This design comes from an exercise in tuning for small area, a short achievable clock period and few clock cycles on the open sky130 flow, not from production work. At most, simulation tests tie the RTL to the original design; equivalence was not proved. For runs 4 and 5, only the layout was checked, not whether the RTL still works. Power and IR drop assume default switching activity.

**design/flow/flow/run.sh**
```bash
#!/bin/bash
# Standard layout, with timing repair aiming for a larger setup slack.
set -euo pipefail
bash standard.sh SETUP_SLACK_MARGIN=7.5 finish > standard_flow.log 2>&1
```
**design/flow/standard.sh**
```bash
#!/bin/bash
# synth_recipe.tcl (not shown) runs the flow's synth.tcl, then flattens the netlist and writes it again
# the make line also repeats each setting of config.mk as NAME=value (left out here)
make -C /OpenROAD-flow-scripts/flow DESIGN_CONFIG=/design/flow/config.mk WORK_HOME=/design/flow/orfs CLKGATE_MAP_FILE= SYNTH_SCRIPT=/design/flow/synth_recipe.tcl "${@:-finish}"
```
**design/flow/config.mk**
```make
export PLATFORM = sky130hd
export DESIGN_NAME = RV32I_Processor
export DESIGN_NICKNAME = RV32I_Processor
export VERILOG_FILES = /design/flow/design.v
export SDC_FILE = /design/flow/constraint.sdc
export NUM_CORES = 4
export LEC_CHECK = 0
export CAP_MARGIN = 20
export CORE_MARGIN = 2
export CORE_UTILIZATION = 55
export CTS_CLUSTER_DIAMETER = 100
export CTS_CLUSTER_SIZE = 25
export PLACE_DENSITY = 0.7
export SLEW_MARGIN = 20
```
**design/flow/constraint.sdc**
```tcl
create_clock -name core_clock -period 11.0 [get_ports {clk}]
set_input_delay 2.2000 -clock core_clock [delete_from_list [all_inputs] [get_ports {clk}]]
set_output_delay 2.2000 -clock core_clock [all_outputs]
set_load 0.01 [all_outputs]
```
**design/flow/design.v**
```verilog
module ALU(
    input  [31:0] A, B,
    input         Sub, Add, Xor, Or, And, ShiftL, ShiftR, Sra, Slt, Sltu,
    input         Lt, Ltu,
    output [31:0] Result, Sum
);
    wire [32:0] SumC = {A, 1'b1} + {B, Sub};
    assign Sum = SumC[32:1];
    function [31:0] rev(input [31:0] x);
        integer i;
        for (i = 0; i < 32; i = i + 1) rev[i] = x[31 - i];
    endfunction
    wire [31:0] ShIn  = ShiftL ? rev(A) : A;
    wire        Fill  = Sra & A[31] & ~ShiftL;
    wire [32:0] ShTmp = $signed({Fill, ShIn}) >>> B[4:0];
    wire [31:0] ShOut = ShiftL ? rev(ShTmp[31:0]) : ShTmp[31:0];
    assign Result = ({32{Add}} & Sum) |
                    ({32{Xor}} & (A ^ B)) |
                    ({32{Or}}  & (A | B)) |
                    ({32{And}} & (A & B)) |
                    ({32{ShiftL | ShiftR}} & ShOut) |
                    {31'd0, (Slt & Lt) | (Sltu & Ltu)};
endmodule
module Control_Unit(
    input  [6:0] opcode,
    output isR, isI, isLoad, isStore, isLUI, isAUIPC, isJALR
);
    wire [6:0] o = opcode;
    assign isR      = ~o[6] &  o[5] &  o[4] & ~o[2];    
    assign isI      = ~o[6] & ~o[5] &  o[4] & ~o[2];    
    assign isLoad   = ~o[6] & ~o[5] & ~o[4];            
    assign isStore  = ~o[6] &  o[5] & ~o[4];            
    assign isLUI    = ~o[6] &  o[5] &  o[4] &  o[2];    
    assign isAUIPC  = ~o[6] & ~o[5] &  o[4] &  o[2];    
    assign isJALR   =  o[6] & ~o[3] &  o[2];            
endmodule
module Extend(In, Imm_Ext);
    input  [31:0] In;
    output [31:0] Imm_Ext;
    wire isS = ~In[6] & In[5] & ~In[4];    
    wire isU = ~In[6] & In[4] & In[2];     
    assign Imm_Ext = isU ? {In[31:12], 12'b0} :
                     isS ? {{20{In[31]}}, In[31:25], In[11:7]} :
                           {{20{In[31]}}, In[31:20]};
endmodule
module Register_file(clk, WE3, WD3, A1, A2, A3, RD1, RD2);
    input clk, WE3;
    input  [4:0]  A1, A2, A3;
    input  [31:0] WD3;
    output [31:0] RD1, RD2;
    reg [31:0] Register [1:31];
    always @(posedge clk) begin
        if (WE3 & (A3 != 5'h00))
            Register[A3] <= WD3;
    end
    assign RD1 = Register[A1];
    assign RD2 = Register[A2];
endmodule
module Hazard_unit(
    input        ValidD,
    input  [4:0] Rs1D, Rs2D,
    input        UsesRs1D, UsesRs2D, OpAIsRs1D, OpBIsRs2D,
    input        RegWriteE, LoadE,
    input  [4:0] RdE,
    output       StallD, FwdA, FwdB, FwdS
);
    wire hit1 = RegWriteE & (RdE == Rs1D);
    wire hit2 = RegWriteE & (RdE == Rs2D);
    assign StallD = ValidD & LoadE & ((UsesRs1D & hit1) | (UsesRs2D & hit2));
    assign FwdA   = hit1 & OpAIsRs1D;
    assign FwdB   = hit2 & OpBIsRs2D;
    assign FwdS   = hit2;
endmodule
module Branch_Jump_Control(
    input  [17:0] rCond,
    input         rRR,
    input  [2:0]  Eq, Lt, Ltu,
    output        Redirect
);
    wire [2:0] hit;
    genvar k;
    generate
        for (k = 0; k < 3; k = k + 1) begin : cases
            wire [5:0] r = rCond[6*k +: 6];
            assign hit[k] = (r[0] & Eq[k]) | (r[1] & ~Eq[k]) | (r[2] & Lt[k]) |
                            (r[3] & ~Lt[k]) | (r[4] & Ltu[k]) | (r[5] & ~Ltu[k]);
        end
    endgenerate
    assign Redirect = rRR | (|hit);
endmodule
module RV32I_Processor(
    input         clk,
    input         rst,
    output [31:0] imem_addr,
    input  [31:0] imem_rdata,
    output [31:0] dmem_addr,
    output [31:0] dmem_wdata,
    output        dmem_we,
    input  [31:0] dmem_rdata
);
    reg        RegWriteW, LoadW, MemWriteW;
    reg [4:0]  RdW;
    reg [31:0] ResultW, WriteDataW;
    reg [31:0] MemAddrW;
    wire [31:0] WBDataW = LoadW ? dmem_rdata : ResultW;
    reg FlushR;
    reg  [31:2] PCF;
    wire [31:2] PCPlus4F = PCF + 30'd1;
    assign imem_addr = {PCF, 2'b00};
    reg         BtbValid;
    reg  [11:2] BtbTag, BtbTarget;
    wire        BtbHitF = BtbValid & (PCF[31:12] == 20'd0) & (PCF[11:2] == BtbTag);
    wire        pdJAL = imem_rdata[6] & imem_rdata[3];
    wire        pdBr  = imem_rdata[6] & ~imem_rdata[2];
    wire [20:0] pdImmJ = {imem_rdata[31], imem_rdata[19:12], imem_rdata[20], imem_rdata[30:21], 1'b0};
    wire [20:0] pdImmB = {{9{imem_rdata[31]}}, imem_rdata[7], imem_rdata[30:25], imem_rdata[11:8], 1'b0};
    wire [20:2] pdImmBJ = imem_rdata[3] ? pdImmJ[20:2] : pdImmB[20:2];
    reg         ValidDr, BtbHitD, isJALD, isBrD;
    reg  [31:0] InstrD;
    reg  [31:2] PCD;
    reg  [20:2] ImmBJD;    
    wire        ValidD = ValidDr & ~FlushR;
    wire [2:0] f3D  = InstrD[14:12];
    wire [4:0] Rs1D = InstrD[19:15];
    wire [4:0] Rs2D = InstrD[24:20];
    wire [4:0] RdD  = InstrD[11:7];
    wire       PredTakenD = isJALD | (isBrD & InstrD[31]);
    wire isRD, isID, isLoadD, isStoreD, isLUID, isAUIPCD, isJALRD;
    Control_Unit control (
        .opcode(InstrD[6:0]),
        .isR(isRD), .isI(isID), .isLoad(isLoadD), .isStore(isStoreD),
        .isLUI(isLUID), .isAUIPC(isAUIPCD), .isJALR(isJALRD)
    );
    wire usesRs1D = isRD | isID | isLoadD | isStoreD | isBrD | isJALRD;
    wire usesRs2D = isRD | isStoreD | isBrD;
    wire WritesD  = (isRD | isID | isLoadD | isLUID | isAUIPCD | isJALD | isJALRD) & (RdD != 5'd0);
    wire [31:0] ImmD;
    Extend extension (.In(InstrD), .Imm_Ext(ImmD));
    wire [31:0] RD1D, RD2D;
    Register_file rf (
        .clk(clk), .WE3(RegWriteW), .WD3(WBDataW),
        .A1(Rs1D), .A2(Rs2D), .A3(RdW),
        .RD1(RD1D), .RD2(RD2D)
    );
    reg         RegWriteEr, LoadEr, StoreEr, JALREr;
    reg  [17:0] rCond;    
    reg         rRR;
    reg  [4:0]  RdE;
    wire        RegWriteE = RegWriteEr;
    wire        LoadE     = LoadEr;
    wire StallD, FwdAD, FwdBD, FwdSD;
    Hazard_unit hazard (
        .ValidD(ValidD), .Rs1D(Rs1D), .Rs2D(Rs2D),
        .UsesRs1D(usesRs1D), .UsesRs2D(usesRs2D),
        .OpAIsRs1D(~(isLUID | isAUIPCD)), .OpBIsRs2D(isRD | isBrD),
        .RegWriteE(RegWriteE), .LoadE(LoadE), .RdE(RdE),
        .StallD(StallD), .FwdA(FwdAD), .FwdB(FwdBD), .FwdS(FwdSD)
    );
    wire [31:2] TargetD  = PCD + {{11{ImmBJD[20]}}, ImmBJD};
    wire [31:2] PCPlus4D = PCD + 30'd1;
    wire        RedirectD = ValidD & PredTakenD & ~BtbHitD & ~StallD;
    wire [12:2] BtbSumD = {1'b0, PCD[11:2]} + {ImmBJD[20], ImmBJD[11:2]};
    wire        BtbAlloc = ValidD & isBrD & InstrD[31] & ~BtbHitD &
                           (PCD[31:12] == 20'd0) & ~BtbSumD[12];
    wire        RedirectE;
    wire [31:2] TargetE;
    always @(posedge clk or posedge rst) begin
        if (rst)
            PCF <= 30'd0;
        else if (RedirectE)
            PCF <= TargetE;
        else if (!StallD)
            PCF <= RedirectD ? TargetD : BtbHitF ? {20'd0, BtbTarget} : PCPlus4F;
    end
    always @(posedge clk or posedge rst) begin
        if (rst) begin
            ValidDr  <= 1'b0;
            FlushR   <= 1'b0;
            BtbValid <= 1'b0;
        end else begin
            ValidDr <= ~RedirectD;
            FlushR  <= RedirectE;
            if (BtbAlloc)
                BtbValid <= 1'b1;
        end
    end
    always @(posedge clk) begin
        if (BtbAlloc) begin
            BtbTag    <= PCD[11:2];
            BtbTarget <= BtbSumD[11:2];
        end
    end
    always @(posedge clk) begin
        if (!StallD) begin
            InstrD  <= imem_rdata;
            PCD     <= PCF;
            BtbHitD <= BtbHitF;
            isJALD  <= pdJAL;
            isBrD   <= pdBr;
            ImmBJD  <= pdImmBJ;
        end
    end
    wire        WbHit1 = RegWriteW & (RdW == Rs1D);
    wire        WbHit2 = RegWriteW & (RdW == Rs2D);
    wire        Rs1Live = ~(isLUID | isAUIPCD) & (Rs1D != 5'd0);
    wire        Rs2Live = (Rs2D != 5'd0);
    wire        SubD    = isRD & (f3D == 3'b000) & InstrD[30];
    wire        BRs2D   = isRD | isBrD;
    wire a_rf = Rs1Live & ~WbHit1;
    wire a_ld = Rs1Live & WbHit1 & LoadW;
    wire a_rw = Rs1Live & WbHit1 & ~LoadW;
    wire s_rf = Rs2Live & ~WbHit2;
    wire s_ld = Rs2Live & WbHit2 & LoadW;
    wire s_rw = Rs2Live & WbHit2 & ~LoadW;
    wire [31:0] SubMask = {32{SubD}};
    wire [31:0] OpAD = ({32{a_rf}} & RD1D) | ({32{a_ld}} & dmem_rdata) |
                       ({32{a_rw}} & ResultW) | ({32{isAUIPCD}} & {PCD, 2'b00});
    wire [31:0] Rs2ValD = ({32{s_rf}} & RD2D) | ({32{s_ld}} & dmem_rdata) |
                          ({32{s_rw}} & ResultW);
    wire [31:0] OpBD = ({32{s_rf & BRs2D}} & (RD2D ^ SubMask)) |
                       ({32{s_ld & BRs2D}} & (dmem_rdata ^ SubMask)) |
                       ({32{s_rw & BRs2D}} & (ResultW ^ SubMask)) |
                       ({32{~Rs2Live & SubD}}) |
                       ({32{~BRs2D}} & ImmD);
    wire        IssueD = ValidD & ~StallD;
    wire        PredD  = InstrD[31];
    wire        isOpD  = isRD | isID;
    reg  [31:0] OpAE, OpBE, StoreDataE;
    reg  [31:2] AltE;
    reg         FwdAE, FwdBE, FwdSE, JumpLinkE;
    reg         SubE, SraE, ShiftLE, ShiftRE, SltE, SltuE, XorE, OrE, AndE, AddE;
    wire        IssueE = IssueD & ~RedirectE;
    wire brD  = IssueE & isBrD;
    wire cEq  = brD & ((f3D == 3'b000 & ~PredD) | (f3D == 3'b001 & PredD));
    wire cNe  = brD & ((f3D == 3'b001 & ~PredD) | (f3D == 3'b000 & PredD));
    wire cLt  = brD & ((f3D == 3'b100 & ~PredD) | (f3D == 3'b101 & PredD));
    wire cGe  = brD & ((f3D == 3'b101 & ~PredD) | (f3D == 3'b100 & PredD));
    wire cLtu = brD & ((f3D == 3'b110 & ~PredD) | (f3D == 3'b111 & PredD));
    wire cGeu = brD & ((f3D == 3'b111 & ~PredD) | (f3D == 3'b110 & PredD));
    wire [5:0] cAll = {cGeu, cLtu, cGe, cLt, cNe, cEq};
    wire kAB = ~FwdAD & ~FwdBD, kRB = FwdAD & ~FwdBD, kAR = ~FwdAD & FwdBD;
    wire [17:0] BrSelD = {cAll & {6{kAR}}, cAll & {6{kRB}}, cAll & {6{kAB}}};
    wire        BrRRD  = (cEq | cGe | cGeu) & FwdAD & FwdBD;
    always @(posedge clk or posedge rst) begin
        if (rst) begin
            RegWriteEr <= 1'b0;
            LoadEr     <= 1'b0;
            StoreEr    <= 1'b0;
            JALREr     <= 1'b0;
            rCond      <= 18'd0;
            rRR        <= 1'b0;
        end else begin
            RegWriteEr <= IssueE & WritesD;
            LoadEr     <= IssueE & WritesD & isLoadD;
            StoreEr    <= IssueE & isStoreD;
            JALREr     <= IssueE & isJALRD;
            rCond      <= BrSelD;
            rRR        <= BrRRD;
        end
    end
    always @(posedge clk) begin
        RdE        <= RdD;
        OpAE       <= OpAD;
        OpBE       <= OpBD;
        StoreDataE <= Rs2ValD;
        AltE       <= (isBrD & ~PredD) ? TargetD : PCPlus4D;
        FwdAE      <= FwdAD;
        FwdBE      <= FwdBD;
        FwdSE      <= FwdSD;
        JumpLinkE  <= isJALD | isJALRD;
        AddE    <= ~(isOpD | isJALD | isJALRD) | (isOpD & f3D == 3'b000);
        SubE    <= SubD;
        XorE    <= isOpD & (f3D == 3'b100);
        OrE     <= isOpD & (f3D == 3'b110);
        AndE    <= isOpD & (f3D == 3'b111);
        ShiftLE <= isOpD & (f3D == 3'b001);
        ShiftRE <= isOpD & (f3D == 3'b101);
        SraE    <= InstrD[30];
        SltE    <= isOpD & (f3D == 3'b010);
        SltuE   <= isOpD & (f3D == 3'b011);
    end
    wire [31:0] AE = FwdAE ? ResultW : OpAE;
    wire [31:0] BE = FwdBE ? (ResultW ^ {32{SubE}}) : OpBE;
    wire [31:0] SE = FwdSE ? ResultW : StoreDataE;
    wire eqAB = (OpAE == OpBE),    ltuAB = (OpAE < OpBE);
    wire eqRB = (ResultW == OpBE), ltuRB = (ResultW < OpBE);
    wire eqAR = (OpAE == ResultW), ltuAR = (OpAE < ResultW);
    wire ltAB = (OpAE[31] ^ OpBE[31]) ? OpAE[31] : ltuAB;
    wire ltRB = (ResultW[31] ^ OpBE[31]) ? ResultW[31] : ltuRB;
    wire ltAR = (OpAE[31] ^ ResultW[31]) ? OpAE[31] : ltuAR;
    wire LtuE = FwdAE ? (~FwdBE & ltuRB) : (FwdBE ? ltuAR : ltuAB);
    wire LtE  = FwdAE ? (~FwdBE & ltRB) : (FwdBE ? ltAR : ltAB);
    wire [31:0] ALUResultE, SumE;
    ALU alu (
        .A(AE), .B(BE), .Lt(LtE), .Ltu(LtuE),
        .Sub(SubE), .Add(AddE), .Xor(XorE), .Or(OrE), .And(AndE),
        .ShiftL(ShiftLE), .ShiftR(ShiftRE), .Sra(SraE), .Slt(SltE), .Sltu(SltuE),
        .Result(ALUResultE), .Sum(SumE)
    );
    wire BranchRedirectE;
    Branch_Jump_Control bjc (
        .rCond(rCond), .rRR(rRR),
        .Eq({eqAR, eqRB, eqAB}), .Lt({ltAR, ltRB, ltAB}), .Ltu({ltuAR, ltuRB, ltuAB}),
        .Redirect(BranchRedirectE)
    );
    assign RedirectE = BranchRedirectE | JALREr;
    assign TargetE   = JALREr ? SumE[31:2] : AltE;
    always @(posedge clk or posedge rst) begin
        if (rst) begin
            RegWriteW <= 1'b0;
            MemWriteW <= 1'b0;
        end else begin
            RegWriteW <= RegWriteE;
            MemWriteW <= StoreEr;
        end
    end
    always @(posedge clk) begin
        LoadW      <= LoadEr;
        RdW        <= RdE;
        ResultW    <= ALUResultE | ({32{JumpLinkE}} & {AltE, 2'b00});
        WriteDataW <= SE;
        MemAddrW   <= ALUResultE;
    end
    assign dmem_addr  = MemAddrW;
    assign dmem_wdata = WriteDataW;
    assign dmem_we    = MemWriteW;
endmodule
```
==> results of run 1 <==
## power breakdown
| group | switching, W | internal (W) | leakage (nW) |
|---|---|---|---|
| clock network | 0.00176 | 0.00123 | 0.994 |
| logic | 0.00324 | 0.00203 | 15.1 |
| registers | 0.000755 | 0.00669 | 12.8 |
## cells in the final DEF, fill, tap and decap left out, types with 70 or more instances in the layout
cell,count
nand3_1,73
edfxtp_1,1087
mux2i_1,228
dfxtp_1,183
nor2_1,216
ha_1,167
o21ai_0,216
a21oi_1,204
buf_4,200
clkbuf_16,79
o211ai_1,70
xnor2_1,104
a21o_1,70
inv_1,163
mux4_2,604
nand2_1,380
## worst reg2reg max path, stage by stage, from the launching register on
cell and delay, ns:
dfxtp_4 0.45, buf_6 0.14, buf_16 0.15, mux2i_4 0.29
inv_2 0.08, ha_4 0.30, and2_4 0.19, nand3_4 0.09
or4_4 0.61, nand2_4 0.14, or2_4 0.22, a31oi_4 0.14
xnor2_4 0.17, mux2i_4 0.34, mux2i_1 0.14
## state kept, by name, indices dropped and copies added (netlist names), 32 cells and up, named ones only
name / cells
rf.Register: 992
MemAddrW: 32
OpAE: 32
OpBE: 32
StoreDataE: 32
WriteDataW: 32
## synthesized netlist by cell type, types with 13 or more instances
cell type	count
a31oi_1	24
nand4_1	35
nand3_1	78
mux4_2	604
and2_1	52
edfxtp_1	1087
clkbuf_1	212
o22ai_1	23
or3_1	13
mux2_2	69
nand2b_1	26
ha_1	191
o21ai_0	283
xor2_1	55
nor3_1	40
dfrtp_1	58
a21oi_1	239
a211oi_1	29
a221o_1	24
nor2_1	241
a21o_1	71
xnor2_1	115
nand2_1	386
dfxtp_1	255
o221ai_1	13
and3_1	28
nor2b_1	24
buf_2	52
nand3b_1	16
o21a_1	16
buf_1	64
inv_1	175
mux2i_1	274
nor4_1	38
o211ai_1	70
## cell families after synthesis
logic type,Yosys count,share of synthesized area
fa+ha+maj,193,0.0334
compound gates,909,0.0784
mux,950,0.236
buf+inv,527,0.0291
flops,1400,0.538
xor+xnor,170,0.0205
other cells,1,0.0000515
simple gates,1010,0.0645
## metrics by stage
step | hold slack [ns] | cells | setup slack [ns] | total power [W]
after CTS | 0.367 | 7048 | 7.42 | 0.0153
final | 0.364 | 7117 | 7.43 | 0.0157
after floorplan | 0.331 | 5161 | 7.35 | 0.00986
after global routing | 0.380 | 7116 | 7.38 | 0.0162
after detailed placement | 0.344 | 6840 | 5.75 | 0.0119
after global placement | 0.342 | 6838 | 5.75 | 0.0118
## cell type report
cell class | instances | area share
tap | 1755 | 0.0266
clock inverter | 15 | 0.00249
clock buffer | 88 | 0.0223
multi-input combinational | 3235 | 0.408
sequential | 1400 | 0.478
inverter | 184 | 0.00912
timing repair buffer | 439 | 0.0541
antenna | 1 | 0.0000304
## repair_timing
action | in CTS | in global routing
gates resized for setup | 722 | 184
cloned | 11 | 9
buffers inserted | 94 | 58
endpoints found under the setup margin | 304 | 204
pin swaps | 50 | 48
## final timing paths
path / start / endpoint / slack [ns] / depth (start not counted)
worst max-delay path: FwdAE$_DFF_P_ / PCF[16]$_DFFE_PP0P_ / 7.43 / 14
worst min-delay path: StoreEr$_DFF_PP0_ / MemWriteW$_DFF_PP0_ / 0.36 / 0
worst max register to register: FwdAE$_DFF_P_ / PCF[16]$_DFFE_PP0P_ / 7.43 / 14
worst min register to register: StoreEr$_DFF_PP0_ / MemWriteW$_DFF_PP0_ / 0.36 / 0
max in group asynchronous: rst / JALREr$_DFF_PP0_ / 8.21 / 3
min in group asynchronous: rst / PCF[12]$_DFFE_PP0P_ / 2.11 / 3
## layer usage
metal  wire (um)  track usage
met2      116000        0.569
met1       89500        0.481
met4       20600        0.238
met3       24900       0.0621
met5          37            0
==> notes.md, run 1 <==
Critical path arrival: 4.18 ns
Vias per cell: 7.02
Sequential area share after synthesis: 0.538
# Max-Cap Violations: 0
Pleak: 28.9 nW
Antenna violations before repair: 9
Peak supply drop: 132 uV
Synth area leaders: edfxtp_1 (45%), mux4_2 (19%), dfxtp_1 (7.0%)
Multi-input logic area: 33,600 um2
Fmax: 280 MHz
Syn_area_per_cell: 14.1 um2
Relative slew slack: 0.270
Critical Path Start Type: flip-flop
IO buf count: 158
Status: no timing/DRC/antenna violations
Die Y: 368 um
GR Util All Layers: 0.367
Post-synth EDFFs: 1,087
Setup TNS Final: 0 ns
Die width: 368 um
Worst Path Required: 11.61 ns
TritonCTS Buffers: 68
Initial Utilization: 0.554
Cells after Synth: 5,160
Hold_buf cts: 0
Fin. max-slew vios: 0
Pwr dens: 191 nW/um2
Post-route ant nets: 0
Nets: 5,587
Critical path cell sequence: buf_6, buf_16, mux2i_4, inv_2, ha_4, and2_4, nand3_4, or4_4, nand2_4, or2_4, a31oi_4, xnor2_4, mux2i_4, mux2i_1
Yosys reg bits: 1,400
Total wire length: 252,000 um
CP endpoint kind: flip-flop
Grt ovf: 0
Max stage delay on crit path: 0.61 ns
Slowest cell on the critical path: or4_4
Yosys top cell area share: 0.448
Flip-flop and latch area: 39,400 um2
Final Skew: 0.0377 ns
Root Buffer: clkbuf_16
Yosys top cell by area: edfxtp_1
Asr flop ratio synth: 0.0414
Setup violations, final: 0
Initial DRT Pass Iterations: 6
Die Area: 135,000 um2
DP HPWL: 154,000 um
Clock transition at path regs: 0.11 ns
Final Cell Area: 82,500 um2
Crit path buffers/inverters: 3
Final core utilization: 0.627
DR DRC count: 0
Core area: 131,000 um2
CP Class: flip-flop to flip-flop
Yosys cell types: 89
Initial DRC Count: 7,180
Critical Path Most Common Cell: mux2i_4
Drt wl/cell: 35.3 um
Standard-cell rows: 133
Final period util: 0.324
Gpl congestion: 1.04
Area post-placement: 76,600 um2
Largest delay share family, worst path: simple AND/OR/NAND/NOR gates
Share of cells above drive strength 1: 0.289
Largest net degree at the start of global routing: 109
Maximum root-to-sink buffer count: 3
Num Clock Sinks: 1,400
# fillers: 9,675
Via count: 50,000
Worst-margin pin slew: 1.09 ns
First-pass GRT wire length: 352,000 um
Primary FF master, synth: edfxtp_1
H-tree depth: 3
Final period demand of the worst path: 3.57 ns
I/O pin count: 163
Mapped cell area: 72,800 um2
Number of global-route vias before repair: 48,200
Layout area overhead: 13.3%
HP Class: flip-flop to flip-flop
Crit path max fanout: 6
Final Hold Viols: 0
CTS tree: done
Synth warnings: 3
Worst skew pair latency: 0.74 ns
RSZ-0062 raised after global routing: true
Testbench counts, summed over its fixed seeds: cycles 61,321.
==> run 2: changes to the inputs <==
--- a/design/flow/config.mk
+++ b/design/flow/config.mk
@@ -7,7 +7,7 @@
 export LEC_CHECK = 0
 export CAP_MARGIN = 20
 export CORE_MARGIN = 2
-export CORE_UTILIZATION = 55
+export CORE_UTILIZATION = 50
 export CTS_CLUSTER_DIAMETER = 100
 export CTS_CLUSTER_SIZE = 25
 export PLACE_DENSITY = 0.7
==> notes.md, run 2 <==
Sw Share: 0.365 (-0.00163)
Number of global-route vias before repair: 48,300 (+0.22%)
Most instantiated cells after synthesis: edfxtp_1 (1,087), mux4_2 (604), nand2_1 (386)
Fin Hold WS: 0.365 ns (+0.00113 ns)
Setup TNS Final: 0 ns (unchanged)
Nets: 5,638 (+0.91%)
Hold_buf cts: 0 (unchanged)
Total wire length: 252,000 um (about the same)
Asr flop ratio synth: 0.0414 (unchanged)
DR DRC count: 0 (unchanged)
Num Clock Sinks: 1,400 (unchanged)
Fmax: 271 MHz (-3.4%)
H-tree depth: 3 (unchanged)
Maximum root-to-sink buffer count: 3 (unchanged)
DP HPWL: 156,000 um (+1.1%)
Die Y: 386 um (+4.8%)
Worst skew pair latency: 0.74 ns (about the same)
Largest register FFs: 992 (unchanged)
Die width: 386 um (+4.8%)
Crit path max fanout: 6 (unchanged)
Worst Path Required: 11.68 ns (+0.07 ns)
R2r setup slk: 7.31 ns (-0.13 ns)
Combinational Power Share: 0.343 (+0.007)
Clock Power Share: 0.187 (-0.004)
I/O pin count: 163 (unchanged)
Die Area: 149,000 um2 (+9.9%)
Initial Utilization: 0.502 (-0.0518)
TritonCTS Buffers: 69 (+1.5%)
Post-route ant nets: 0 (unchanged)
Relative slew slack: 0.0862 (-0.184)
Antenna violations before repair: 3 (-6)
Critical path arrival: 4.37 ns (+0.19 ns)
CP Class: flip-flop to flip-flop
Standard-cell rows: 140 (+5.3%)
Final period util: 0.336 (+0.0114)
Via count: 50,000 (-0.046%)
Synth warnings: 3 (unchanged)
Most flops, register: rf.Register
Worst R2R End: ResultW[2]$_DFF_P_
Initial DRT Pass Iterations: 5 (-1)
HP Class: flip-flop to flip-flop
Most common cell after layout, fill and taps aside: edfxtp_1
Multi-input logic area: 33,800 um2 (+0.65%)
IO buf count: 158 (unchanged)
GR Util All Layers: 0.333 (-0.0334)
Primary FF master, synth: edfxtp_1
Yosys top cell area share: 0.448 (unchanged)
Largest net degree at the start of global routing: 112 (+2.8%)
RSZ-0062 raised after global routing: true
Mapped cell area: 72,800 um2 (unchanged)
Sequential area share after synthesis: 0.538 (unchanged)
Final period demand of the worst path: 3.69 ns (+0.126 ns)
Critical Path Start Type: flip-flop
Gpl congestion: 1.06 (+1.9%)
Initial DRC Count: 6,802 (-5.3%)
Setup crit start: FwdBE$_DFF_P_
Final Skew: 0.0372 ns (-0.000434 ns)
Flip-flop and latch area: 39,400 um2 (about the same)
Pwr dens: 189 nW/um2 (-0.62%)
# Max-Cap Violations: 0 (unchanged)
Reg2reg path depth: 15 (+1)
Flop pwr share: 0.469 (-0.005)
Int Pwr: 0.0100 W (+0.70%)
Cells after Synth: 5,160 (unchanged)
Fin. max-slew vios: 0 (unchanged)
Syn_area_per_cell: 14.1 um2 (unchanged)
First-pass GRT wire length: 350,000 um (-0.65%)
Share of cells above drive strength 1: 0.303 (+0.0142)
Grt ovf: 0 (unchanged)
Worst reg2reg startpoint: FwdBE$_DFF_P_
Drt wl/cell: 34.4 um (-2.8%)
Final Hold Viols: 0 (unchanged)
Final WS setup: 7.31 ns (-0.126 ns)
Synth area leaders: edfxtp_1 (45%), mux4_2 (19%), dfxtp_1 (7.0%)
Most common cell in the netlist: edfxtp_1
Final core utilization: 0.575 (-0.0527)
Setup violations, final: 0 (unchanged)
Worst-margin pin slew: 1.36 ns (+0.263 ns)
Vias per cell: 6.82 (-2.9%)
Root Buffer: clkbuf_16
Yosys cell types: 89 (unchanged)
Post-synth EDFFs: 1,087 (unchanged)
CTS tree: done
Commonest cells after routing, fill and taps aside: edfxtp_1 (1,087), mux4_2 (604), nand2_1 (376), buf_4 (236), mux2i_1 (233)
Core area: 145,000 um2 (+10%)
# fillers: 11,300 (+17%)
Status: no timing/DRC/antenna violations
Pleak: 29.2 nW (+0.96%)
Yosys top cell by area: edfxtp_1
Post-Place Worst Slack: 5.60 ns (-0.151 ns)
Sw Pwr: 0.00576 W (about the same)
Worst Setup EP: ResultW[2]$_DFF_P_
CP endpoint kind: flip-flop
Yosys reg bits: 1,400 (unchanged)
Peak supply drop: 160 uV (+22%)
Clock transition at path regs: 0.10 ns (about the same)
Layout area overhead: 14.5%
## run 2: cell counts after synthesis
Identical to the previous run, type by type.
## run 2: cell type report
cell class                      count  share of cell area
Multi-Input combinational cell   3236               0.406
Clock buffer                       78              0.0212
Sequential cell                  1400               0.473
Timing Repair inverter              1           0.0000751
Inverter                          184             0.00964
Timing Repair Buffer              487              0.0590
Tap cell                         1917              0.0288
Clock inverter                     17             0.00258
Antenna cell                        4            0.000120
## run 2: logic make-up after synthesis
group | count (synthesis) | share of synthesized area
flip-flops | 1400 | 0.538
AND/OR/NAND/NOR | 1010 | 0.0645
multiplexers | 950 | 0.236
AO/OA/AOI/OAI | 909 | 0.0784
buffers and inverters | 527 | 0.0291
adder cells (fa/ha/maj) | 193 | 0.0334
XOR/XNOR | 170 | 0.0205
other | 1 | 0.0000515
## run 2: worst min-delay path by stage
stage                            startpoint                  end  slack, ns  cells past startpoint
final                     StoreEr$_DFF_PP0_  MemWriteW$_DFF_PP0_       0.37                      0
after global routing      StoreEr$_DFF_PP0_  MemWriteW$_DFF_PP0_       0.37                      0
after CTS                 StoreEr$_DFF_PP0_  MemWriteW$_DFF_PP0_       0.37                      0
after detailed placement  StoreEr$_DFF_PP0_  MemWriteW$_DFF_PP0_       0.34                      0
after global placement    StoreEr$_DFF_PP0_  MemWriteW$_DFF_PP0_       0.34                      0
after floorplan           StoreEr$_DFF_PP0_  MemWriteW$_DFF_PP0_       0.33                      0
## run 2: timing repair
action	in CTS	in global routing
gates cloned	14	6
pin swaps	62	67
setup buffers	125	74
setup endpoints to repair	327	225
gates resized for setup	736	240
## run 2: routing by layer
metal	track usage	share of wire	up-vias
met1	0.428	0.36	25300
met5	0	0.000044	-
met2	0.513	0.46	3254
met3	0.0741	0.11	727
met4	0.217	0.077	2
li1	-	-	20700
## run 2: worst max-delay path, cell delays in order (launching register included)
cell,delay (ns)
dfxtp_4,0.39
buf_6,0.12
buf_12,0.12
nand2b_4,0.13
buf_6,0.14
o21ai_4,0.11
inv_8,0.08
buf_4,0.17
buf_4,0.15
o21ai_0,0.40
o211ai_1,0.13
o21ai_1,0.28
mux2i_1,0.21
mux2i_1,0.65
a21o_1,0.41
a21o_1,0.13
## run 2: power by group through the flow
stage / logic, W / clock network, W / registers (W)
3_3_place_gp: 0.00435 / 0 / 0.00751
3_5_place_dp: 0.00444 / 0 / 0.00751
2_1_floorplan: 0.00271 / 0 / 0.00715
5_1_grt: 0.00572 / 0.00315 / 0.00743
4_1_cts: 0.00501 / 0.00298 / 0.00737
6_report: 0.00542 / 0.00296 / 0.00741
## run 2: through the flow
step                instances  instance area, um2  total power [W]
global route             7320               83300           0.0163
finish                   7324               83300           0.0158
CTS                      7239               81900           0.0154
global placement         7002               76800           0.0119
floorplan                5161               73100          0.00986
detailed placement       7005               76800           0.0119
==> run 3: changes to the inputs <==
==> design/flow/flow/run.sh (replaced) <==
#!/bin/bash
# Standard layout, with timing repair aiming for a larger setup slack.
set -euo pipefail
bash standard.sh SETUP_SLACK_MARGIN=7.6 finish > standard_flow.log 2>&1
--- a/design/flow/config.mk
+++ b/design/flow/config.mk
@@ -7,7 +7,7 @@
 export LEC_CHECK = 0
 export CAP_MARGIN = 20
 export CORE_MARGIN = 2
-export CORE_UTILIZATION = 50
+export CORE_UTILIZATION = 55
 export CTS_CLUSTER_DIAMETER = 100
 export CTS_CLUSTER_SIZE = 25
 export PLACE_DENSITY = 0.7
==> notes.md, run 3 <==
Peak supply drop: 130 uV (-19%)
Most flops, register: rf.Register
Area post-placement: 76,800 um2 (about the same)
Crit path buffers/inverters: 5 (-1)
Maximum root-to-sink buffer count: 3 (unchanged)
Synth area leaders: edfxtp_1 (45%), mux4_2 (19%), dfxtp_1 (7.0%)
Pwr dens: 191 nW/um2 (+0.79%)
Largest net degree at the start of global routing: 76 (-32%)
M3 GR Usage: 0.0700 (-0.00411)
Initial DRC Count: 6,855 (+0.78%)
Die Area: 135,000 um2 (-9.0%)
Commonest cells after routing, fill and taps aside: edfxtp_1 (1,087), mux4_2 (604), nand2_1 (377), buf_4 (236), mux2i_1 (218)
Final Skew: 0.0305 ns (-0.00669 ns)
Slowest cell on the critical path: or4_4
Antenna violations before repair: 11 (+8)
TritonCTS Buffers: 68 (-1.4%)
First-pass GRT wire length: 354,000 um (+1.3%)
Initial Utilization: 0.554 (+0.0518)
Asr flop ratio synth: 0.0414 (unchanged)
Status: no timing/DRC/antenna violations
Total Power: 0.0160 W (+1.4%)
Via count: 50,500 (+1.1%)
Critical path cell sequence: buf_12, buf_16, buf_6, xnor2_2, a21oi_2, ha_4, buf_4, a21o_1, a21oi_4, a21oi_4, o21ai_4, buf_6, a21oi_4, or4_4, and2_4, a221o_1
Final WS setup: 7.34 ns (+0.0301 ns)
DP HPWL: 157,000 um (+0.33%)
Most used routing layer: met2
Grt ovf: 0 (unchanged)
Critical Path Start Type: flip-flop
CP Class: flip-flop to flip-flop
Gpl congestion: 1.03 (-2.5%)
Num Clock Sinks: 1,400 (unchanged)
Critical path arrival: 4.26 ns (-0.11 ns)
# fillers: 9,518 (-16%)
Max stage delay on crit path: 0.48 ns (-0.17 ns)
Share of cells above drive strength 1: 0.313 (+0.0107)
Yosys top cell area share: 0.448 (unchanged)
Met1 usage: 0.477 (+0.0496)
# Max-Cap Violations: 0 (unchanged)
Most common cell after layout, fill and taps aside: edfxtp_1
Most instantiated cells after synthesis: edfxtp_1 (1,087), mux4_2 (604), nand2_1 (386)
Fmax: 273 MHz (+0.82%)
Layout area overhead: 15.1%
Synth warnings: 3 (unchanged)
R2r setup slk: 7.34 ns (+0.03 ns)
RSZ-0062 raised after global routing: true
Syn_area_per_cell: 14.1 um2 (unchanged)
Number of global-route vias before repair: 48,700 (+0.90%)
Worst-margin pin slew: 1.17 ns (-0.186 ns)
Final Hold Viols: 0 (unchanged)
Root Buffer: clkbuf_16
Post-route ant nets: 0 (unchanged)
GR Util All Layers: 0.370 (+0.0370)
Primary FF master, synth: edfxtp_1
Post-synth EDFFs: 1,087 (unchanged)
Standard-cell rows: 133 (-5.0%)
Nets: 5,648 (+0.18%)
Cells after Synth: 5,160 (unchanged)
Largest delay share family, worst path: compound AO/OA/AOI/OAI gates
Final period demand of the worst path: 3.66 ns (-0.0301 ns)
Final period util: 0.333 (-0.00274)
Core area: 131,000 um2 (-9.4%)
Clock transition at path regs: 0.11 ns (about the same)
Setup violations, final: 0 (unchanged)
Largest register FFs: 992 (unchanged)
DR DRC count: 0 (unchanged)
Die width: 368 um (-4.6%)
Fin Hold WS: 0.366 ns (+0.000915 ns)
Critical Path Most Common Cell: a21oi_4
CP endpoint kind: flip-flop
Sequential area share after synthesis: 0.538 (unchanged)
Worst Path Required: 11.59 ns (-0.09 ns)
Setup TNS Final: 0 ns (unchanged)
Yosys cell types: 89 (unchanged)
HP Class: flip-flop to flip-flop
Yosys reg bits: 1,400 (unchanged)
Final Cell Area: 83,800 um2 (+0.59%)
I/O pin count: 163 (unchanged)
Initial DRT Pass Iterations: 9 (+4)
Yosys top cell by area: edfxtp_1
Met2 GRT Util: 0.579 (+0.0657)
Relative slew slack: 0.217 (+0.131)
Post-Place Worst Slack: 5.69 ns (+0.0938 ns)
Worst skew pair latency: 0.72 ns (-0.02 ns)
Vias per cell: 7.03 (+3.1%)
Mapped cell area: 72,800 um2 (unchanged)
Crit path max fanout: 5 (-1)
Pleak: 29.5 nW (+0.94%)
Most common cell in the netlist: edfxtp_1
Drt wl/cell: 35.3 um (+2.7%)
Die Y: 368 um (-4.6%)
Total wire length: 254,000 um (+0.71%)
H-tree depth: 3 (unchanged)
Fin. max-slew vios: 0 (unchanged)
CTS tree: done
IO buf count: 158 (unchanged)
## run 3: cell counts after synthesis
No cell type changed its count.
## run 3: timing repair
| item | CTS | global route |
|---|---|---|
| hold buffers | 0 | 0 |
| resized for setup | 880 | 227 |
| gates cloned | 14 | 3 |
| buffers inserted | 133 | 71 |
| endpoints found under the setup margin | 315 | 189 |
| hold endpoints to repair | 0 | 0 |
| pin swaps | 63 | 85 |
## run 3: per-stage QoR
stage	utilization	std cells
2_1_floorplan	-	5161
3_3_place_gp	0.584	6849
3_5_place_dp	0.584	6852
4_1_cts	0.624	7103
5_1_grt	0.637	7178
6_report	0.638	7182
## run 3: worst register-to-register path, cell delays in order (launching register included)
cell and delay, ns:
dfxtp_4 0.38, buf_12 0.14, buf_16 0.14, buf_6 0.13
xnor2_2 0.13, a21oi_2 0.20, ha_4 0.24, buf_4 0.14
a21o_1 0.21, a21oi_4 0.24, a21oi_4 0.14, o21ai_4 0.27
buf_6 0.14, a21oi_4 0.06, or4_4 0.48, and2_4 0.17
a221o_1 0.33
## run 3: area by class of cell
cell class	instances	area (um2)	share of cell area
clock inverter	14	203	0.00242
tap	1755	2200	0.0262
timing repair inverter	1	6.26	0.0000746
antenna	4	10.0	0.000119
multi-input combinational	3234	34300	0.409
clock buffer	90	1820	0.0217
sequential	1400	39400	0.470
timing repair buffer	500	5150	0.0615
inverter	184	766	0.00914
## run 3: path summary, 6_finish.rpt
path	from	end	cells after the start
setup / recovery	SubE$_DFF_P_	MemAddrW[29]$_DFF_P_	16
hold / removal	StoreEr$_DFF_PP0_	MemWriteW$_DFF_PP0_	0
setup reg to reg	SubE$_DFF_P_	MemAddrW[29]$_DFF_P_	16
hold reg to reg	StoreEr$_DFF_PP0_	MemWriteW$_DFF_PP0_	0
max in group asynchronous	rst	PCF[31]$_DFFE_PP0P_	3
min in group asynchronous	rst	PCF[26]$_DFFE_PP0P_	3
## run 3: metal layers
layer | up-vias | share of wire
met2 | 3326 | 0.46
met3 | 768 | 0.10
met4 | 10 | 0.081
met5 | - | 0.00027
li1 | 20700 | -
met1 | 25700 | 0.36
## run 3: logic make-up (layout without fill, tap and decap cells)
kind of cell / count (synthesis) / in the layout / share of synthesized area
xor+xnor: 170 / 170 / 0.0205
mux: 950 / 950 / 0.236
buf+inv: 527 / 789 / 0.0291
fa+ha+maj: 193 / 193 / 0.0334
flops: 1400 / 1400 / 0.538
other cells: 1 / 6 / 0.0000515
compound gates: 909 / 909 / 0.0784
simple gates: 1010 / 1010 / 0.0645
## run 3: report_power, final
part | switching (W) | internal, W | leakage [nW]
sequential | 0.000728 | 0.00669 | 12.8
clock | 0.00174 | 0.00121 | 0.981
combinational | 0.00338 | 0.00225 | 15.6
==> run 4: changes to the inputs <==
--- a/design/flow/design.v
+++ b/design/flow/design.v
@@ -49,12 +49,22 @@
     input  [31:0] WD3;
     output [31:0] RD1, RD2;
     reg [31:0] Register [1:31];
-    always @(posedge clk) begin
-        if (WE3 & (A3 != 5'h00))
-            Register[A3] <= WD3;
+    integer i;
+    always @(posedge clk)
+        for (i = 1; i < 32; i = i + 1)
+            if (WE3 && A3 == i)
+                Register[i] <= WD3;
+    reg [31:0] o1, o2;
+    always @(*) begin
+        o1 = 32'd0;
+        o2 = 32'd0;
+        for (i = 1; i < 32; i = i + 1) begin
+            o1 = o1 | ({32{A1 == i}} & Register[i]);
+            o2 = o2 | ({32{A2 == i}} & Register[i]);
+        end
     end
-    assign RD1 = Register[A1];
-    assign RD2 = Register[A2];
+    assign RD1 = o1;
+    assign RD2 = o2;
 endmodule
 module Hazard_unit(
     input        ValidD,
@@ -101,7 +111,6 @@
     reg        RegWriteW, LoadW, MemWriteW;
     reg [4:0]  RdW;
     reg [31:0] ResultW, WriteDataW;
-    reg [31:0] MemAddrW;
     wire [31:0] WBDataW = LoadW ? dmem_rdata : ResultW;
     reg FlushR;
     reg  [31:2] PCF;
@@ -319,9 +328,8 @@
         RdW        <= RdE;
         ResultW    <= ALUResultE | ({32{JumpLinkE}} & {AltE, 2'b00});
         WriteDataW <= SE;
-        MemAddrW   <= ALUResultE;
     end
-    assign dmem_addr  = MemAddrW;
+    assign dmem_addr  = ResultW;
     assign dmem_wdata = WriteDataW;
     assign dmem_we    = MemWriteW;
 endmodule
==> design/flow/flow/run.sh (replaced) <==
#!/bin/bash
# Standard layout, with timing repair aiming for a larger setup slack.
set -euo pipefail
bash standard.sh SETUP_SLACK_MARGIN=7.5 finish > standard_flow.log 2>&1
==> notes.md, run 4 <==
Status: no timing/DRC/antenna violations
Hold endpoint: MemWriteW$_DFF_PP0_
GR Util All Layers: 0.498 (+0.128)
Fmax: 249 MHz (-8.9%)
Root Buffer: clkbuf_16
Final core utilization: 0.651 (+0.0139)
Maximum root-to-sink buffer count: 3 (unchanged)
Gpl congestion: 1.05 (+2.2%)
Via count: 59,000 (+17%)
Setup violations, final: 0 (unchanged)
Peak supply drop: 172 uV (+32%)
Primary FF master, synth: edfxtp_1
First-pass GRT wire length: 423,000 um (+19%)
RSZ-0062 raised after global routing: true
Final Hold Viols: 0 (unchanged)
HP Start: StoreEr$_DFF_PP0_
Crit path max fanout: 16 (+11)
Layout area overhead: 17.3%
Most common cell in the netlist: edfxtp_1
Max stage delay on crit path: 0.53 ns (+0.05 ns)
Worst reg2reg startpoint: FwdBE$_DFF_P_
# fillers: 8,885 (-6.7%)
# Max-Cap Violations: 0 (unchanged)
Commonest cells after routing, fill and taps aside: edfxtp_1 (1,087), a22oi_1 (400), buf_4 (346), a221oi_1 (287), a22o_1 (271)
Die Y: 350 um (-4.9%)
Largest register FFs: 992 (unchanged)
Critical path arrival: 4.63 ns (+0.37 ns)
Final Skew: 0.0415 ns (+0.0109 ns)
Most flops, register: rf.Register
Crit path buffers/inverters: 3 (-2)
Cell Count, Final, Fillers Out: 7,388 (+2.9%)
Reg2reg path depth: 15 (-1)
Standard-cell rows: 126 (-5.3%)
HP Class: flip-flop to flip-flop
Critical Path Most Common Cell: o211ai_1
Worst-margin pin slew: 1.12 ns (-0.0477 ns)
TritonCTS Buffers: 67 (-1.5%)
DP HPWL: 181,000 um (+16%)
Critical Path Start Type: flip-flop
CP Class: flip-flop to flip-flop
Initial Utilization: 0.556 (+0.00183)
Synth area leaders: edfxtp_1 (50%), dfxtp_1 (6.5%), a22oi_1 (4.6%)
Initial DRT Pass Iterations: 11 (+2)
Die Area: 122,000 um2 (-9.5%)
Worst R2R End: PCF[30]$_DFFE_PP0P_
Grt ovf: 0 (unchanged)
Yosys top cell by area: edfxtp_1
Num Clock Sinks: 1,360 (-2.9%)
Most used routing layer: met2
Share of cells above drive strength 1: 0.203 (-0.110)
Number of global-route vias before repair: 54,700 (+12%)
Worst skew pair latency: 0.73 ns (about the same)
CTS tree: done
Asr flop ratio synth: 0.0426 (+0.00122)
Worst Path Required: 11.60 ns (about the same)
Clock transition at path regs: 0.10 ns (about the same)
Nets: 6,010 (+6.4%)
Final period util: 0.366 (+0.0327)
Area post-placement: 70,300 um2 (-8.4%)
Met2 GRT Util: 0.705 (+0.126)
Sequential area share after synthesis: 0.584 (+0.0453)
Final Cell Area: 77,100 um2 (-8.0%)
R2r setup slk: 6.98 ns (-0.36 ns)
DR DRC count: 0 (unchanged)
Slowest cell on the critical path: or4b_4
Mapped cell area: 65,800 um2 (-9.6%)
Yosys reg bits: 1,360 (-2.9%)
Core area: 118,000 um2 (-9.9%)
Pwr dens: 203 nW/um2 (+6.5%)
Post-route ant nets: 0 (unchanged)
M3 GR Usage: 0.226 (+0.156)
Drt wl/cell: 42.4 um (+20%)
Cells after Synth: 5,451 (+5.6%)
I/O pin count: 163 (unchanged)
Fin. max-slew vios: 0 (unchanged)
Synth warnings: 4 (+1)
Initial DRC Count: 13,400 (+95%)
Largest net degree at the start of global routing: 63 (-17%)
Final period demand of the worst path: 4.02 ns (+0.359 ns)
CP endpoint kind: flip-flop
Setup TNS Final: 0 ns (unchanged)
Placed cell count: 7,016 (+2.4%)
Die width: 350 um (-4.9%)
Total wire length: 313,000 um (+23%)
Critical path cell sequence: buf_12, mux2i_4, buf_12, clkinvlp_4, ha_4, o211ai_1, o211ai_1, a21oi_2, a211oi_2, nor3_2, nor3_4, or4b_4, a31oi_4, xor2_4, o211ai_1
Fin Hold WS: 0.367 ns (+0.00106 ns)
Met1 usage: 0.577 (+0.0999)
Yosys cell types: 85 (-4.5%)
Antenna violations before repair: 6 (-5)
Vias per cell: 7.99 (+14%)
Worst Hold Depth: 0 (unchanged)
IO buf count: 158 (unchanged)
Post-synth EDFFs: 1,087 (unchanged)
Yosys top cell area share: 0.496 (+0.0478)
H-tree depth: 3 (unchanged)
Most instantiated cells after synthesis: edfxtp_1 (1,087), a22oi_1 (400), nor2_1 (333)
Most common cell after layout, fill and taps aside: edfxtp_1
Syn_area_per_cell: 12.1 um2 (-14%)
Largest delay share family, worst path: compound AO/OA/AOI/OAI gates
Relative slew slack: 0.252 (+0.0347)
Pleak: 26.8 nW (-9.1%)
==> run 4: changes by cell type in the layout (fill, tap and decap cells not counted), sizes merged, moves of 106 or more <==
cell,change
mux2i,-164
nand2,-106
a221oi,+282
nand4,+107
a22oi,+392
a22o,+270
mux4,-574
==> run 4: kinds of logic (layout without fill, tap and decap cells) <==
group	count (synthesis)	in the layout	synth area share
AOI/OAI and AO/OA	1756	1756	0.199
other	1	13	0.0000570
muxes	187	187	0.0351
and+or+nand+nor	1234	1235	0.0905
adders and majority gates	193	193	0.0369
xor gates and xnor gates	174	174	0.0232
DFF	1360	1360	0.584
buffers and inverters	546	870	0.0315
==> run 4: what timing repair did <==
item | 4_1_cts | 5_1_grt
hold buffers | 0 | 0
gates cloned | 16 | 1
gates resized for setup | 717 | 209
setup endpoints to repair | 353 | 199
setup buffers | 188 | 60
pin swaps | 98 | 62
==> run 4: worst max-delay path by stage <==
| stage | start | to | slack, ns | cells after the start |
|---|---|---|---|---|
| global placement | FwdBE$_DFF_P_ | PCF[30]$_DFFE_PP0P_ | 5.70 | 15 |
| floorplan | FwdAE$_DFF_P_ | ResultW[30]$_DFF_P_ | 7.41 | 15 |
| detailed placement | FwdBE$_DFF_P_ | PCF[30]$_DFFE_PP0P_ | 5.66 | 15 |
| CTS | SubE$_DFF_P_ | PCF[30]$_DFFE_PP0P_ | 7.06 | 16 |
| global route | SubE$_DFF_P_ | PCF[30]$_DFFE_PP0P_ | 6.96 | 16 |
| finish | FwdBE$_DFF_P_ | PCF[30]$_DFFE_PP0P_ | 6.98 | 15 |
==> run 4: power by group <==
part	total [W]	internal, W	switching [W]
Combinational	0.00560	0.00208	0.00352
Clock	0.00295	0.00120	0.00174
Sequential	0.00714	0.00653	0.000614
==> run 4: layout make-up <==
class                   count  area (um2)  share of cell area
flip-flops and latches   1360       38600               0.500
multi-input cells        3547       28200               0.366
repair buffers            602        5640              0.0731
well taps                1600        2000              0.0260
clock buffers              82        1800              0.0233
inverters                 172         669             0.00868
clock inverters            13         209             0.00271
diodes                     11        27.5            0.000357
repair inverters            1        5.00           0.0000649
==> run 4: routing by layer <==
layer	vias up	routed length [um]
met4	11	36700
met2	6571	126000
met3	2185	53700
met5	-	142
met1	27900	96400
li1	22300	-
==> run 4: metrics by stage <==
| step | power [W] | worst slack (ns) |
|---|---|---|
| 2_1_floorplan | 0.00939 | 7.41 |
| 3_3_place_gp | 0.0115 | 5.70 |
| 3_5_place_dp | 0.0115 | 5.66 |
| 4_1_cts | 0.0151 | 7.06 |
| 5_1_grt | 0.0160 | 6.96 |
| 6_report | 0.0157 | 6.98 |
==> run 5: changes to the inputs <==
--- a/design/flow/design.v
+++ b/design/flow/design.v
@@ -111,6 +111,7 @@
     reg        RegWriteW, LoadW, MemWriteW;
     reg [4:0]  RdW;
     reg [31:0] ResultW, WriteDataW;
+    reg [31:0] MemAddrW;
     wire [31:0] WBDataW = LoadW ? dmem_rdata : ResultW;
     reg FlushR;
     reg  [31:2] PCF;
@@ -328,8 +329,10 @@
         RdW        <= RdE;
         ResultW    <= ALUResultE | ({32{JumpLinkE}} & {AltE, 2'b00});
         WriteDataW <= SE;
+        if (LoadEr | StoreEr)
+            MemAddrW <= ALUResultE;
     end
-    assign dmem_addr  = ResultW;
+    assign dmem_addr  = MemAddrW;
     assign dmem_wdata = WriteDataW;
     assign dmem_we    = MemWriteW;
 endmodule
--- a/design/flow/config.mk
+++ b/design/flow/config.mk
@@ -7,8 +7,8 @@
 export LEC_CHECK = 0
 export CAP_MARGIN = 20
 export CORE_MARGIN = 2
-export CORE_UTILIZATION = 55
+export CORE_UTILIZATION = 45
 export CTS_CLUSTER_DIAMETER = 100
 export CTS_CLUSTER_SIZE = 25
-export PLACE_DENSITY = 0.7
+export PLACE_DENSITY = 0.65
 export SLEW_MARGIN = 20
==> notes.md, run 5 <==
Grt ovf: 0 (unchanged)
Cells after Synth: 5,741 (+5.3%)
CP Class: flip-flop to flip-flop
HP Start: RdE[0]$_DFF_P_
Gpl congestion: 1.02 (-3.4%)
I/O pin count: 163 (unchanged)
Root Buffer: clkbuf_16
Cell Count, Final, Fillers Out: 8,082 (+9.4%)
Maximum root-to-sink buffer count: 3 (unchanged)
Critical Path Start Type: flip-flop
# fillers: 12,600 (+42%)
HP Class: flip-flop to flip-flop
Most instantiated cells after synthesis: edfxtp_1 (1,119), a22oi_1 (655), nand2_1 (348)
Yosys top cell area share: 0.495 (-0.000808)
Final Cell Area: 80,100 um2 (+3.8%)
Worst Hold Depth: 0 (unchanged)
RSZ-0062 raised after global routing: true
Core area: 150,000 um2 (+27%)
R2r setup slk: 7.19 ns (+0.21 ns)
GR Util All Layers: 0.412 (-0.0861)
Yosys reg bits: 1,392 (+2.4%)
Initial Utilization: 0.453 (-0.103)
Most flops, register: rf.Register
Drt wl/cell: 40.7 um (-3.9%)
Die Area: 154,000 um2 (+26%)
Hold_buf cts: 0 (unchanged)
DR DRC count: 0 (unchanged)
Post-synth EDFFs: 1,119 (+2.9%)
Total wire length: 329,000 um (+5.1%)
Setup crit start: ResultW[9]$_DFF_P_
Peak supply drop: 142 uV (-17%)
Number of global-route vias before repair: 55,800 (+2.1%)
# Max-Cap Violations: 0 (unchanged)
Final core utilization: 0.535 (-0.117)
Die width: 392 um (+12%)
Fmax: 262 MHz (+5.6%)
Largest net degree at the start of global routing: 59 (-6.3%)
Most common cell in the netlist: edfxtp_1
IO buf count: 158 (unchanged)
Final Skew: 0.0654 ns (+0.0239 ns)
Critical path arrival: 4.43 ns (-0.20 ns)
Commonest cells after routing, fill and taps aside: edfxtp_1 (1,119), a22oi_1 (652), nand2_1 (334), buf_4 (317), nor2_1 (221)
Asr flop ratio synth: 0.0417 (-0.000980)
Via count: 60,700 (+2.8%)
H-tree depth: 3 (unchanged)
Final period util: 0.346 (-0.0193)
Synth area leaders: edfxtp_1 (50%), a22oi_1 (7.2%), dfxtp_1 (6.3%)
Final Hold Viols: 0 (unchanged)
Num Clock Sinks: 1,392 (+2.4%)
CP endpoint kind: flip-flop
Largest register FFs: 992 (unchanged)
Worst reg2reg startpoint: ResultW[9]$_DFF_P_
Nets: 6,280 (+4.5%)
Setup TNS Final: 0 ns (unchanged)
Hold endpoint: RdW[0]$_DFF_P_
Area post-placement: 72,800 um2 (+3.5%)
Pleak: 27.7 nW (+3.3%)
Mapped cell area: 67,800 um2 (+3.1%)
Initial DRC Count: 13,200 (-1.6%)
Worst skew pair latency: 0.76 ns (+0.03 ns)
Status: no timing/DRC/antenna violations
Worst R2R End: PCF[2]$_DFFE_PP0P_
Yosys top cell by area: edfxtp_1
Placed cell count: 7,714 (+9.9%)
Fin. max-slew vios: 0 (unchanged)
Die Y: 392 um (+12%)
Initial DRT Pass Iterations: 12 (+1)
Standard-cell rows: 142 (+13%)
Total Power: 0.0169 W (+7.6%)
Final period demand of the worst path: 3.81 ns (-0.212 ns)
Syn_area_per_cell: 11.8 um2 (-2.1%)
TritonCTS Buffers: 68 (+1.5%)
Worst-margin pin slew: 1.16 ns (+0.0338 ns)
Clock transition at path regs: 0.10 ns (about the same)
Most common cell after layout, fill and taps aside: edfxtp_1
Yosys cell types: 84 (-1.2%)
Sequential area share after synthesis: 0.580 (-0.00345)
Synth warnings: 4 (unchanged)
Setup violations, final: 0 (unchanged)
Reg2reg path depth: 18 (+3)
Pwr dens: 211 nW/um2 (+3.7%)
Relative slew slack: 0.229 (-0.0225)
DP HPWL: 189,000 um (+4.2%)
Crit path max fanout: 7 (-9)
Layout area overhead: 18.1%
Post-route ant nets: 0 (unchanged)
Vias per cell: 7.51 (-6.0%)
First-pass GRT wire length: 439,000 um (+3.9%)
Share of cells above drive strength 1: 0.206 (+0.00226)
Primary FF master, synth: edfxtp_1
Antenna violations before repair: 16 (+10)
CTS tree: done
Worst Path Required: 11.62 ns (+0.02 ns)
run 5: worst max path at each step:
stage | slack, ns | depth (start not counted) | to
3_5_place_dp | 6.02 | 8 | OpBE[0]$_DFF_P_
2_1_floorplan | 7.37 | 6 | OpBE[7]$_DFF_P_
3_3_place_gp | 6.06 | 11 | MemAddrW[14]$_DFFE_PP_
5_1_grt | 7.08 | 15 | rCond[17]$_DFF_PP0_
6_report | 7.19 | 18 | PCF[2]$_DFFE_PP0P_
4_1_cts | 7.33 | 15 | rCond[14]$_DFF_PP0_
run 5: logic make-up (layout without fill, tap and decap cells):
family / after synthesis / in the layout / synth area share
AOI/OAI and AO/OA: 1876 / 1877 / 0.199
DFF: 1392 / 1392 / 0.580
and+or+nand+nor: 1340 / 1340 / 0.0947
buffers and inverters: 577 / 888 / 0.0325
adders and majority gates: 193 / 193 / 0.0358
muxes: 188 / 188 / 0.0349
xor gates and xnor gates: 174 / 174 / 0.0225
other: 1 / 14 / 0.0000553
run 5: layout make-up:
cell class / count / area (um2) / area share
clock buffers: 91 / 1800 / 0.0225
repair inverters: 3 / 18.8 / 0.000234
repair buffers: 587 / 5790 / 0.0723
inverters: 195 / 786 / 0.00981
well taps: 2016 / 2520 / 0.0315
clock inverters: 12 / 184 / 0.00230
flip-flops and latches: 1392 / 39500 / 0.493
diodes: 12 / 30.0 / 0.000375
multi-input cells: 3774 / 29500 / 0.368
run 5: worst max-delay path: stages (launching register included):
cell	delay (ns)
dfxtp_2	0.50
inv_1	0.14
ha_1	0.33
nand4_1	0.16
or2_2	0.36
a311oi_4	0.37
o41a_1	0.30
buf_4	0.15
o21ai_1	0.10
a21oi_4	0.16
nor4_4	0.06
buf_6	0.13
buf_12	0.12
buf_16	0.13
buf_12	0.12
buf_12	0.12
buf_6	0.11
a221oi_4	0.25
a21oi_1	0.07
run 5: metal layers:
| layer | up-vias | GRT usage | share of wire |
|---|---|---|---|
| met5 | - | 0.0121 | 0.0010 |
| met4 | 14 | 0.330 | 0.11 |
| met3 | 2108 | 0.178 | 0.17 |
| met2 | 6417 | 0.590 | 0.41 |
| met1 | 28900 | 0.481 | 0.32 |
| li1 | 23300 | - | - |
run 5: power breakdown:
group | total [W] | switching, W | internal (W)
Combinational | 0.00645 | 0.00404 | 0.00241
Clock | 0.00298 | 0.00179 | 0.00119
Sequential | 0.00745 | 0.000686 | 0.00676
run 5: through the flow:
stage                     setup slack, ns  hold slack, ns
final                                7.19           0.401
after global routing                 7.08           0.405
after CTS                            7.33           0.403
after detailed placement             6.02           0.389
after global placement               6.06           0.383
after floorplan                      7.37           0.346
run 5: what timing repair did:
action	4_1_cts	5_1_grt
setup buffers	168	58
cloned	23	4
endpoints found under the setup margin	366	178
gates resized for setup	823	212
pin swaps	86	86
==> run 6: changes to the inputs <==
--- a/design/flow/design.v
+++ b/design/flow/design.v
@@ -49,22 +49,12 @@
     input  [31:0] WD3;
     output [31:0] RD1, RD2;
     reg [31:0] Register [1:31];
-    integer i;
-    always @(posedge clk)
-        for (i = 1; i < 32; i = i + 1)
-            if (WE3 && A3 == i)
-                Register[i] <= WD3;
-    reg [31:0] o1, o2;
-    always @(*) begin
-        o1 = 32'd0;
-        o2 = 32'd0;
-        for (i = 1; i < 32; i = i + 1) begin
-            o1 = o1 | ({32{A1 == i}} & Register[i]);
-            o2 = o2 | ({32{A2 == i}} & Register[i]);
-        end
+    always @(posedge clk) begin
+        if (WE3 & (A3 != 5'h00))
+            Register[A3] <= WD3;
     end
-    assign RD1 = o1;
-    assign RD2 = o2;
+    assign RD1 = Register[A1];
+    assign RD2 = Register[A2];
 endmodule
 module Hazard_unit(
     input        ValidD,
@@ -156,8 +146,8 @@
     reg  [17:0] rCond;    
     reg         rRR;
     reg  [4:0]  RdE;
-    wire        RegWriteE = RegWriteEr;
-    wire        LoadE     = LoadEr;
+    wire        RegWriteE = RegWriteEr & ~FlushR;
+    wire        LoadE     = LoadEr & ~FlushR;
     wire StallD, FwdAD, FwdBD, FwdSD;
     Hazard_unit hazard (
         .ValidD(ValidD), .Rs1D(Rs1D), .Rs2D(Rs2D),
@@ -260,9 +250,9 @@
             rCond      <= 18'd0;
             rRR        <= 1'b0;
         end else begin
-            RegWriteEr <= IssueE & WritesD;
-            LoadEr     <= IssueE & WritesD & isLoadD;
-            StoreEr    <= IssueE & isStoreD;
+            RegWriteEr <= IssueD & WritesD;
+            LoadEr     <= IssueD & WritesD & isLoadD;
+            StoreEr    <= IssueD & isStoreD;
             JALREr     <= IssueE & isJALRD;
             rCond      <= BrSelD;
             rRR        <= BrRRD;
@@ -321,7 +311,7 @@
             MemWriteW <= 1'b0;
         end else begin
             RegWriteW <= RegWriteE;
-            MemWriteW <= StoreEr;
+            MemWriteW <= StoreEr & ~FlushR;
         end
     end
     always @(posedge clk) begin
@@ -329,8 +319,7 @@
         RdW        <= RdE;
         ResultW    <= ALUResultE | ({32{JumpLinkE}} & {AltE, 2'b00});
         WriteDataW <= SE;
-        if (LoadEr | StoreEr)
-            MemAddrW <= ALUResultE;
+        MemAddrW   <= ALUResultE;
     end
     assign dmem_addr  = MemAddrW;
     assign dmem_wdata = WriteDataW;
--- a/design/flow/config.mk
+++ b/design/flow/config.mk
@@ -7,8 +7,8 @@
 export LEC_CHECK = 0
 export CAP_MARGIN = 20
 export CORE_MARGIN = 2
-export CORE_UTILIZATION = 45
+export CORE_UTILIZATION = 55
 export CTS_CLUSTER_DIAMETER = 100
 export CTS_CLUSTER_SIZE = 25
-export PLACE_DENSITY = 0.65
+export PLACE_DENSITY = 0.7
 export SLEW_MARGIN = 20
==> notes.md, run 6 <==
Status: no timing/DRC/antenna violations
# Max-Cap Violations: 0 (unchanged)
Grt ovf: 0 (unchanged)
Max stage delay on crit path: 0.49 ns (about the same)
Setup TNS Final: 0 ns (unchanged)
IO buf count: 158 (unchanged)
Fin Hold WS: 0.402 ns (+0.000550 ns)
Yosys top cell by area: edfxtp_1
Final Hold Viols: 0 (unchanged)
CP Class: flip-flop to flip-flop
CP endpoint kind: flip-flop
Total wire length: 248,000 um (-25%)
Pwr dens: 195 nW/um2 (-7.7%)
Post-route ant nets: 0 (unchanged)
Layout area overhead: 15.4%
Nets: 5,658 (-9.9%)
First-pass GRT wire length: 344,000 um (-22%)
Synth warnings: 3 (-1)
Num Clock Sinks: 1,400 (+0.57%)
Core area: 131,000 um2 (-12%)
Yosys top cell area share: 0.451 (-0.0447)
H-tree depth: 3 (unchanged)
Gpl congestion: 1.05 (+3.2%)
Critical path arrival: 4.39 ns (-0.04 ns)
Pleak: 29.2 nW (+5.5%)
Worst-margin pin slew: 1.23 ns (+0.0777 ns)
Root Buffer: clkbuf_16
Fmax: 265 MHz (+1.0%)
Int Pwr: 0.0103 W (-0.33%)
GR Util All Layers: 0.360 (-0.0527)
Antenna violations before repair: 5 (-11)
Final period demand of the worst path: 3.77 ns (-0.0382 ns)
Mapped cell area: 72,400 um2 (+6.8%)
Maximum root-to-sink buffer count: 3 (unchanged)
Yosys reg bits: 1,400 (+0.57%)
Die Y: 367 um (-6.5%)
# fillers: 9,529 (-25%)
Final period util: 0.343 (-0.00347)
Fin. max-slew vios: 0 (unchanged)
Hold_buf cts: 0 (unchanged)
Area post-placement: 76,100 um2 (+4.6%)
Sequential area share after synthesis: 0.541 (-0.0390)
Asr flop ratio synth: 0.0414 (-0.000238)
RSZ-0062 raised after global routing: true
Final Cell Area: 83,600 um2 (+4.4%)
Sw Share: 0.365 (-0.0213)
Largest delay share family, worst path: simple AND/OR/NAND/NOR gates
Final Skew: 0.0578 ns (-0.00762 ns)
CTS tree: done
Relative slew slack: 0.177 (-0.0518)
Number of global-route vias before repair: 47,500 (-15%)
Worst skew pair latency: 0.72 ns (-0.04 ns)
Slowest cell on the critical path: or4_1
Clock transition at path regs: 0.11 ns (about the same)
Peak supply drop: 144 uV (+1.4%)
Via count: 49,800 (-18%)
Largest register FFs: 992 (unchanged)
Critical path cell sequence: buf_12, buf_16, mux2i_4, inv_2, ha_4, or4_4, o211ai_1, nand2_2, o2bb2ai_4, o21ai_4, or4_1, nand4_1, nand2_1, a32oi_1
Post-synth EDFFs: 1,087 (-2.9%)
Syn_area_per_cell: 14.1 um2 (+19%)
Worst Path Required: 11.62 ns (about the same)
Die width: 367 um (-6.5%)
Most instantiated cells after synthesis: edfxtp_1 (1,087), mux4_2 (605), nand2_1 (394)
Vias per cell: 6.94 (-7.6%)
Cells after Synth: 5,130 (-11%)
Crit path max fanout: 7 (unchanged)
Clock Power Share: 0.180 (+0.003)
Primary FF master, synth: edfxtp_1
Most common cell in the netlist: edfxtp_1
Die Area: 135,000 um2 (-13%)
Initial DRT Pass Iterations: 9 (-3)
run 6: changes by cell type in the layout (fill, tap and decap cells not counted), moves of 39 or more:
cell	delta
a22oi_1	-648
mux4_2	+573
mux2i_1	+147
a22o_1	-144
a221oi_1	-136
nand3_1	-121
nand4_1	-98
nor2_4	-70
nor3_1	-67
a222oi_1	-64
a21oi_1	+63
nand2_1	+56
dfxtp_4	+39
run 6: through the flow:
step	util	worst slack, ns	instances	total power, W
detailed placement	0.580	5.99	6817	0.0121
finish	0.638	7.23	7187	0.0163
global route	0.638	7.19	7186	0.0168
floorplan	-	7.29	5131	0.0100
global placement	0.580	6.00	6817	0.0120
CTS	0.620	7.29	7062	0.0155
run 6: area by class of cell:
cell class / instances / area [um2] / share of cell area
clock inverters: 12 / 153 / 0.00183
multi-input cells: 3216 / 33800 / 0.405
clock buffers: 90 / 1830 / 0.0218
inverters: 178 / 744 / 0.00890
flip-flops and latches: 1400 / 39500 / 0.472
diodes: 1 / 2.50 / 0.0000299
well taps: 1755 / 2200 / 0.0263
repair buffers: 532 / 5330 / 0.0638
repair inverters: 3 / 33.8 / 0.000404
run 6: kinds of logic (layout without fill, tap and decap cells):
kind of cell,Yosys count,after routing,synth area share
xor+xnor,174,174,0.0211
mux,936,936,0.235
other cells,1,3,0.0000518
simple gates,1024,1024,0.0647
buf+inv,518,815,0.0289
flops,1400,1400,0.541
compound gates,884,887,0.0752
fa+ha+maj,193,193,0.0336
run 6: per-layer routing:
layer	vias to the layer above	share of wire	GRT usage	wire length, um
li1	20500	-	-	-
met1	25300	0.36	0.466	88100
met2	3357	0.46	0.563	114000
met3	687	0.10	0.0693	26000
met4	0	0.078	0.224	19500
met5	-	0	0	0
run 6: path summary, 6_finish.rpt:
path	startpoint	end	slack, ns	depth (start not counted)
worst min-delay path	LoadEr$_DFF_PP0_	LoadW$_DFF_P_	0.40	0
min in group asynchronous	rst	PCF[15]$_DFFE_PP0P_	2.12	3
worst max-delay path	FwdAE$_DFF_P_	PCF[28]$_DFFE_PP0P_	7.23	14
worst min register to register	LoadEr$_DFF_PP0_	LoadW$_DFF_P_	0.40	0
max in group asynchronous	rst	PCF[30]$_DFFE_PP0P_	8.24	3
worst max register to register	FwdAE$_DFF_P_	PCF[28]$_DFFE_PP0P_	7.23	14
run 6: power groups by stage:
stage	clock network [W]	registers [W]	logic (W)
final	0.00294	0.00744	0.00589
after global placement	0	0.00757	0.00443
after CTS	0.00295	0.00741	0.00515
after floorplan	0	0.00721	0.00279
after global routing	0.00312	0.00746	0.00620
after detailed placement	0	0.00757	0.00450
run 6: repair_timing:
action / CTS / global route
resized for setup: 680 / 323
pin swaps: 74 / 103
setup endpoints to repair: 369 / 208
cloned: 15 / 7
buffers inserted: 128 / 116
Testbench counts of run 6, summed over its fixed seeds: cycles 61,321.

Re-timed with assumed drivers on the ports (clkbuf_16 on the clock, buf_2 on other inputs), run 6 has 7.227 ns of setup slack against 7.227 ns with ideal ports, and 6.741 ns once port delays also move by the mid clock arrival of 0.768 ns.
